What follows belongs to an exercise in optimizing a design on an open flow for small area; a production flow would make more cautious choices.
Function was checked by simulation only, so behaviour that the tests miss may differ from the original.

== P ==
==> module top, before the edit <==
module top(
    input clock,
    input rst,
    output uart_tx,
    input uart_rx
);
    reg [3:0] ph;
    wire splice_end;
    always @(posedge clock) ph <= (ph + 1'b1) | {1'b0, splice_end, 2'b00};
    wire q4 = (ph[1:0] == 2'd3);
    wire w   = (ph[3:2] == 2'd3);    
    reg [2:0] rt;        
    reg [3:0] rs;        
    reg [7:0] rd;
    reg       valid;
    wire q16   = w && q4;
    wire rtick = q16 && (rt == {1'b1, rs[1:0] == 2'd2, rs[1:0] != 2'd2});
    wire [3:0] hi = rd[7:4];
    wire [3:0] lo = rd[3:0];
    wire is_num = (hi == 4'h3) && (lo <= 4'd9);
    wire is_let = (hi == 4'h4) && (lo >= 4'd1) && (lo <= 4'd6);
    wire is_hex = is_num || is_let;
    wire is_eol = (rd == 8'h0a) || (rd == 8'h0d);
    reg dbit;
    always @* case (ph[1:0])
        2'd0: dbit = rd[6] ? ~lo[0] : lo[0];
        2'd1: dbit = rd[6] ? (lo[1] ^ lo[0]) : lo[1];
        2'd2: dbit = rd[6] ? (lo[2] ^ (lo[1] & lo[0])) : lo[2];
        default: dbit = rd[6] | lo[3];
    endcase
    wire win = (rs == 4'd11) && w;
    assign splice_end = win && q4;
    always @(posedge clock) begin
        if (rst || rs == 4'd0) rt <= 3'd3;
        else if (q16) rt <= rtick ? 3'd0 : rt + 1'b1;
        if (rtick && rs != 4'd10) rd <= {uart_rx, rd[7:1]};
        if (rst) rs <= 4'd15;
        else if (rs == 4'd0) begin
            if (!uart_rx) rs <= 4'd1;
        end else if (rs == 4'd11) begin
            if (splice_end) rs <= 4'd0;
        end else if (rtick) rs <= (rs == 4'd10) ? (is_hex ? 4'd11 : 4'd0) : rs + 1'b1;
        if (rst) valid <= 1'b0;
        else if (rs == 4'd10 && rtick) valid <= is_eol;
    end
    reg [15:0] ra, rb;
    wire clr = (rs == 4'd15);
    wire ain = clr ? 1'b0 : win ? dbit : ra[0];
    wire bin = clr ? 1'b0 : win ? ra[0] : rb[0];
    always @(posedge clock) begin
        ra <= {ain, ra[15:1]};
        rb <= {bin, rb[15:1]};
    end
    localparam IDLE = 2'd0, MULT = 2'd1, SEND = 2'd2;
    reg [1:0]  st;
    reg [4:0]  t;        
    reg [3:0]  k;
    reg [3:0]  c;
    reg [32:0] p;
    reg        cy, bf;
    reg [3:0]  nib;
    wire mult = (st == MULT);
    wire m31  = q4 && (t[2:0] == 3'd7);
    wire load = (k == 4'd0) && (t[4:3] == 2'd0);
    wire last = k[2];
    wire x   = (mult && load) ? (t[2] & rb[0]) : p[0];
    wire ad  = mult && !load && !t[2] && bf && ra[0];
    wire s   = x ^ ad ^ cy;
    wire co  = (x & ad) | (x & cy) | (ad & cy);
    wire pin = (st == IDLE) ? 1'b0 : (mult && m31 && !last) ? 1'b0 : s;
    always @(posedge clock) begin
        p  <= {pin, p[32:1]};
        cy <= mult && !m31 && co;
        if (mult && m31) bf <= s;
        if (st == SEND && k == 4'd0 && !c[3] && t == 5'd7 && ph[1:0] == 2'd1) nib <= p[3:0];
        case (st)
            IDLE: if (valid && w && q4) begin
                st <= MULT; t <= 5'd0; k <= 4'd0;
            end
            MULT: if (!valid) st <= IDLE;
            else if (last && m31) begin
                st <= SEND; t <= 5'd0; k <= 4'd0; c <= 4'd0;
            end else if (q4) begin
                t <= t + 1'b1;
                if (t == 5'd31) k <= k + 1'b1;
            end
            default: if (q4) begin
                if (t == (k[3] & k[1] ? 5'd12 : 5'd24)) begin    
                    t <= 5'd0;
                    if (k == 4'd10) begin
                        k <= 4'd0;
                        c <= c + 1'b1;
                        if (c == 4'd9) st <= IDLE;
                    end else k <= k + 1'b1;
                end else t <= t + 1'b1;
            end
        endcase
        if (rst) st <= IDLE;
    end
    wire lt = nib[3] & (nib[2] | nib[1]);
    wire [3:0] nl;
    assign nl[0] = nib[0] ^ lt;
    assign nl[1] = lt ? (nib[1] ~^ nib[0]) : nib[1];
    assign nl[2] = lt ? (nib[2] & (nib[1] | nib[0])) : nib[2];
    assign nl[3] = nib[3] & ~lt;
    wire [7:0] ch = c[3] ? {5'h01, ~c[0], c[0], ~c[0]} : {1'b0, lt, ~lt, ~lt, nl};
    reg fb;
    always @* case (k)
        4'd0: fb = 1'b0;
        4'd1: fb = ch[0];
        4'd2: fb = ch[1];
        4'd3: fb = ch[2];
        4'd4: fb = ch[3];
        4'd5: fb = ch[4];
        4'd6: fb = ch[5];
        4'd7: fb = ch[6];
        4'd8: fb = ch[7];
        default: fb = 1'b1;
    endcase
    assign uart_tx = (st != SEND) || fb;
endmodule
==> flow/config.mk <==
export PLATFORM = sky130hd
export DESIGN_NAME = top
export DESIGN_NICKNAME = top
export VERILOG_FILES = /design/flow/design.v
export SDC_FILE = /design/flow/constraint.sdc
export NUM_CORES = 4
export LEC_CHECK = 0
export CAP_MARGIN = 20
export CORE_MARGIN = 2
export CORE_UTILIZATION = 40
export PLACE_DENSITY = 0.6
export SLEW_MARGIN = 20
==> flow/constraint.sdc <==
create_clock -name core_clock -period 10.0 [get_ports {clock}]
set_input_delay 2.0000 -clock core_clock [delete_from_list [all_inputs] [get_ports {clock}]]
set_output_delay 2.0000 -clock core_clock [all_outputs]
set_load 0.01 [all_outputs]
standard.sh (not shown) runs the stock make flow with config.mk's settings and CLKGATE_MAP_FILE= SYNTH_SCRIPT=/design/flow/synth_recipe.tcl, a recipe that flattens the netlist after the stock synthesis.
==> flow/flow/run.sh <==
#!/bin/bash
# Standard flow with these changes:
#  - synthesis: the standard flow's own script (synth_recipe.tcl), but ABC maps the logic with
#    an area-oriented script (flow/abc_area.script: two rounds of a choice-network pass and
#    &nf with relaxed delay), and the half/full adder cells are left out (added
#    to the platform's don't-use list) so Yosys's extract_fa does not turn small
#    decoders into half-adder cells;
#  - the port buffers are the smallest buffer, buf_1;
#  - clock tree synthesis adds no dummy balancing loads and uses mid-size buffers.
# Every tool's output stays in the ORFS logs under orfs/logs; make's own output
# goes to standard_flow.log.
set -euo pipefail
HERE=$(pwd)
DU=$(sed -n '/export DONT_USE_CELLS += /,/^$/p' "$FLOW_HOME/platforms/sky130hd/config.mk" | tr -d '\\' | sed 's/export DONT_USE_CELLS += //' | tr '\n' ' ' | tr -s ' ')
{
  echo 'proc abc {args} {'
  echo '  set i [lsearch -exact $args -script]'
  echo '  if {$i >= 0} { lset args [expr {$i + 1}] $::env(MY_ABC_SCRIPT) }'
  echo '  yosys abc {*}$args'
  echo '}'
  cat synth_recipe.tcl
} > my_synth.tcl
export MY_ABC_SCRIPT="$HERE/flow/abc_area.script"
export BUFFER_PORTS_ARGS="-buffer_cell sky130_fd_sc_hd__buf_1"
export CTS_ARGS="-sink_clustering_enable -repair_clock_nets -dont_use_dummy_load -buf_list sky130_fd_sc_hd__clkbuf_8 -root_buf sky130_fd_sc_hd__clkbuf_8 -sink_clustering_size 30 -sink_clustering_max_diameter 100"
bash standard.sh "DONT_USE_CELLS=$DU sky130_fd_sc_hd__ha_1 sky130_fd_sc_hd__fa_1" "SYNTH_SCRIPT=$HERE/my_synth.tcl" finish > standard_flow.log 2>&1
==> flow/flow/abc_area.script <==
&get -n
&st
&dch
&nf -R 1000
&put
strash
&get -n
&st
&dch
&nf -R 1000
&put
Setup changes, P to R
diff --git a/flow/design.v b/flow/design.v
--- a/flow/design.v
+++ b/flow/design.v
@@ -8,43 +8,46 @@
     wire splice_end;
     always @(posedge clock) ph <= (ph + 1'b1) | {1'b0, splice_end, 2'b00};
     wire q4 = (ph[1:0] == 2'd3);
     wire w   = (ph[3:2] == 2'd3);    
     reg [2:0] rt;        
     reg [3:0] rs;        
-    reg [7:0] rd;
+    reg [6:0] rd;        
     reg       valid;
     wire q16   = w && q4;
-    wire rtick = q16 && (rt == {1'b1, rs[1:0] == 2'd2, rs[1:0] != 2'd2});
-    wire [3:0] hi = rd[7:4];
+    wire rtick = q16 && (rt == {1'b1, rs[3] | (rs[2:0] == 3'd7), ~(rs[3] | (rs[2:0] == 3'd7))});
+    wire [7:0] byte_in = {uart_rx, rd};
+    wire [3:0] hi = byte_in[7:4];
     wire [3:0] lo = rd[3:0];
     wire is_num = (hi == 4'h3) && (lo <= 4'd9);
     wire is_let = (hi == 4'h4) && (lo >= 4'd1) && (lo <= 4'd6);
     wire is_hex = is_num || is_let;
-    wire is_eol = (rd == 8'h0a) || (rd == 8'h0d);
+    wire is_eol = (byte_in == 8'h0a) || (byte_in == 8'h0d);
     reg dbit;
     always @* case (ph[1:0])
         2'd0: dbit = rd[6] ? ~lo[0] : lo[0];
         2'd1: dbit = rd[6] ? (lo[1] ^ lo[0]) : lo[1];
         2'd2: dbit = rd[6] ? (lo[2] ^ (lo[1] & lo[0])) : lo[2];
         default: dbit = rd[6] | lo[3];
     endcase
-    wire win = (rs == 4'd11) && w;
+    wire win = (rs == 4'd10) && w;
     assign splice_end = win && q4;
     always @(posedge clock) begin
-        if (rst || rs == 4'd0) rt <= 3'd3;
+        if (rst || rs == 4'd0) rt <= 3'd2;
         else if (q16) rt <= rtick ? 3'd0 : rt + 1'b1;
-        if (rtick && rs != 4'd10) rd <= {uart_rx, rd[7:1]};
+        if (rtick && rs != 4'd9) rd <= {uart_rx, rd[6:1]};
         if (rst) rs <= 4'd15;
         else if (rs == 4'd0) begin
             if (!uart_rx) rs <= 4'd1;
+        end else if (rs == 4'd10) begin
+            if (splice_end) rs <= 4'd11;
         end else if (rs == 4'd11) begin
-            if (splice_end) rs <= 4'd0;
-        end else if (rtick) rs <= (rs == 4'd10) ? (is_hex ? 4'd11 : 4'd0) : rs + 1'b1;
+            if (uart_rx) rs <= 4'd0;
+        end else if (rtick) rs <= (rs == 4'd9) ? (is_hex ? 4'd10 : 4'd11) : rs + 1'b1;
         if (rst) valid <= 1'b0;
-        else if (rs == 4'd10 && rtick) valid <= is_eol;
+        else if (rs == 4'd9 && rtick) valid <= is_eol;
     end
     reg [15:0] ra, rb;
     wire clr = (rs == 4'd15);
     wire ain = clr ? 1'b0 : win ? dbit : ra[0];
     wire bin = clr ? 1'b0 : win ? ra[0] : rb[0];
     always @(posedge clock) begin
@@ -65,30 +68,31 @@
     wire last = k[2];
     wire x   = (mult && load) ? (t[2] & rb[0]) : p[0];
     wire ad  = mult && !load && !t[2] && bf && ra[0];
     wire s   = x ^ ad ^ cy;
     wire co  = (x & ad) | (x & cy) | (ad & cy);
     wire pin = (st == IDLE) ? 1'b0 : (mult && m31 && !last) ? 1'b0 : s;
+    wire tend = (st == SEND) && q4 && (t == (k[3] & k[1] ? 5'd12 : 5'd24));
     always @(posedge clock) begin
         p  <= {pin, p[32:1]};
         cy <= mult && !m31 && co;
         if (mult && m31) bf <= s;
-        if (st == SEND && k == 4'd0 && !c[3] && t == 5'd7 && ph[1:0] == 2'd1) nib <= p[3:0];
+        if (tend && k == 4'd0) nib <= p[32:29];
         case (st)
             IDLE: if (valid && w && q4) begin
                 st <= MULT; t <= 5'd0; k <= 4'd0;
             end
             MULT: if (!valid) st <= IDLE;
             else if (last && m31) begin
                 st <= SEND; t <= 5'd0; k <= 4'd0; c <= 4'd0;
             end else if (q4) begin
                 t <= t + 1'b1;
                 if (t == 5'd31) k <= k + 1'b1;
             end
             default: if (q4) begin
-                if (t == (k[3] & k[1] ? 5'd12 : 5'd24)) begin    
+                if (tend) begin
                     t <= 5'd0;
                     if (k == 4'd10) begin
                         k <= 4'd0;
                         c <= c + 1'b1;
                         if (c == 4'd9) st <= IDLE;
                     end else k <= k + 1'b1;
R finished all stages; the layout is clean. P ended with every stage complete and zero timing, DRC or antenna violations. Global-route wire length before repair was higher in the run labelled P. Tightest hold margin ends up higher on R. Taking P as the reference, in R met2 track utilization from global routing stayed essentially flat; global-route total usage across every layer stayed essentially flat; number of ordinary and repair buffers in the finished layout fell by 1; area of the mapped netlist fell by 0.55%.

-- separate check: timing with driven ports --
No port has a modelled driver above. Below, the same layouts with a new extraction and two added sets of constraints.
Step 1, drivers: a clkbuf_16 drives clock and a buf_2 each remaining input, both assumed.
Step 2 moves the port delays by t, midway between the first and last clock arrival at a register: inputs arrive t later, outputs are due t later. That takes back most of the time a late clock gives input paths.
Three values: no drivers, after step 1, after step 2; two values: the first two.
run | t, ns | slack for setup (ns) | hold slack, ns | worst data-port slew with drivers (ns) | cell pins on the clock port's net
P | 0.368 | 5.664 / 5.636 / 6.004 | 0.303 / 0.303 / 0.303 | 0.03 | 1
R | 0.371 | 5.705 / 5.674 / 6.045 | 0.315 / 0.315 / 0.315 | 0.03 | 1
After both steps setup and hold are still met in every run listed.
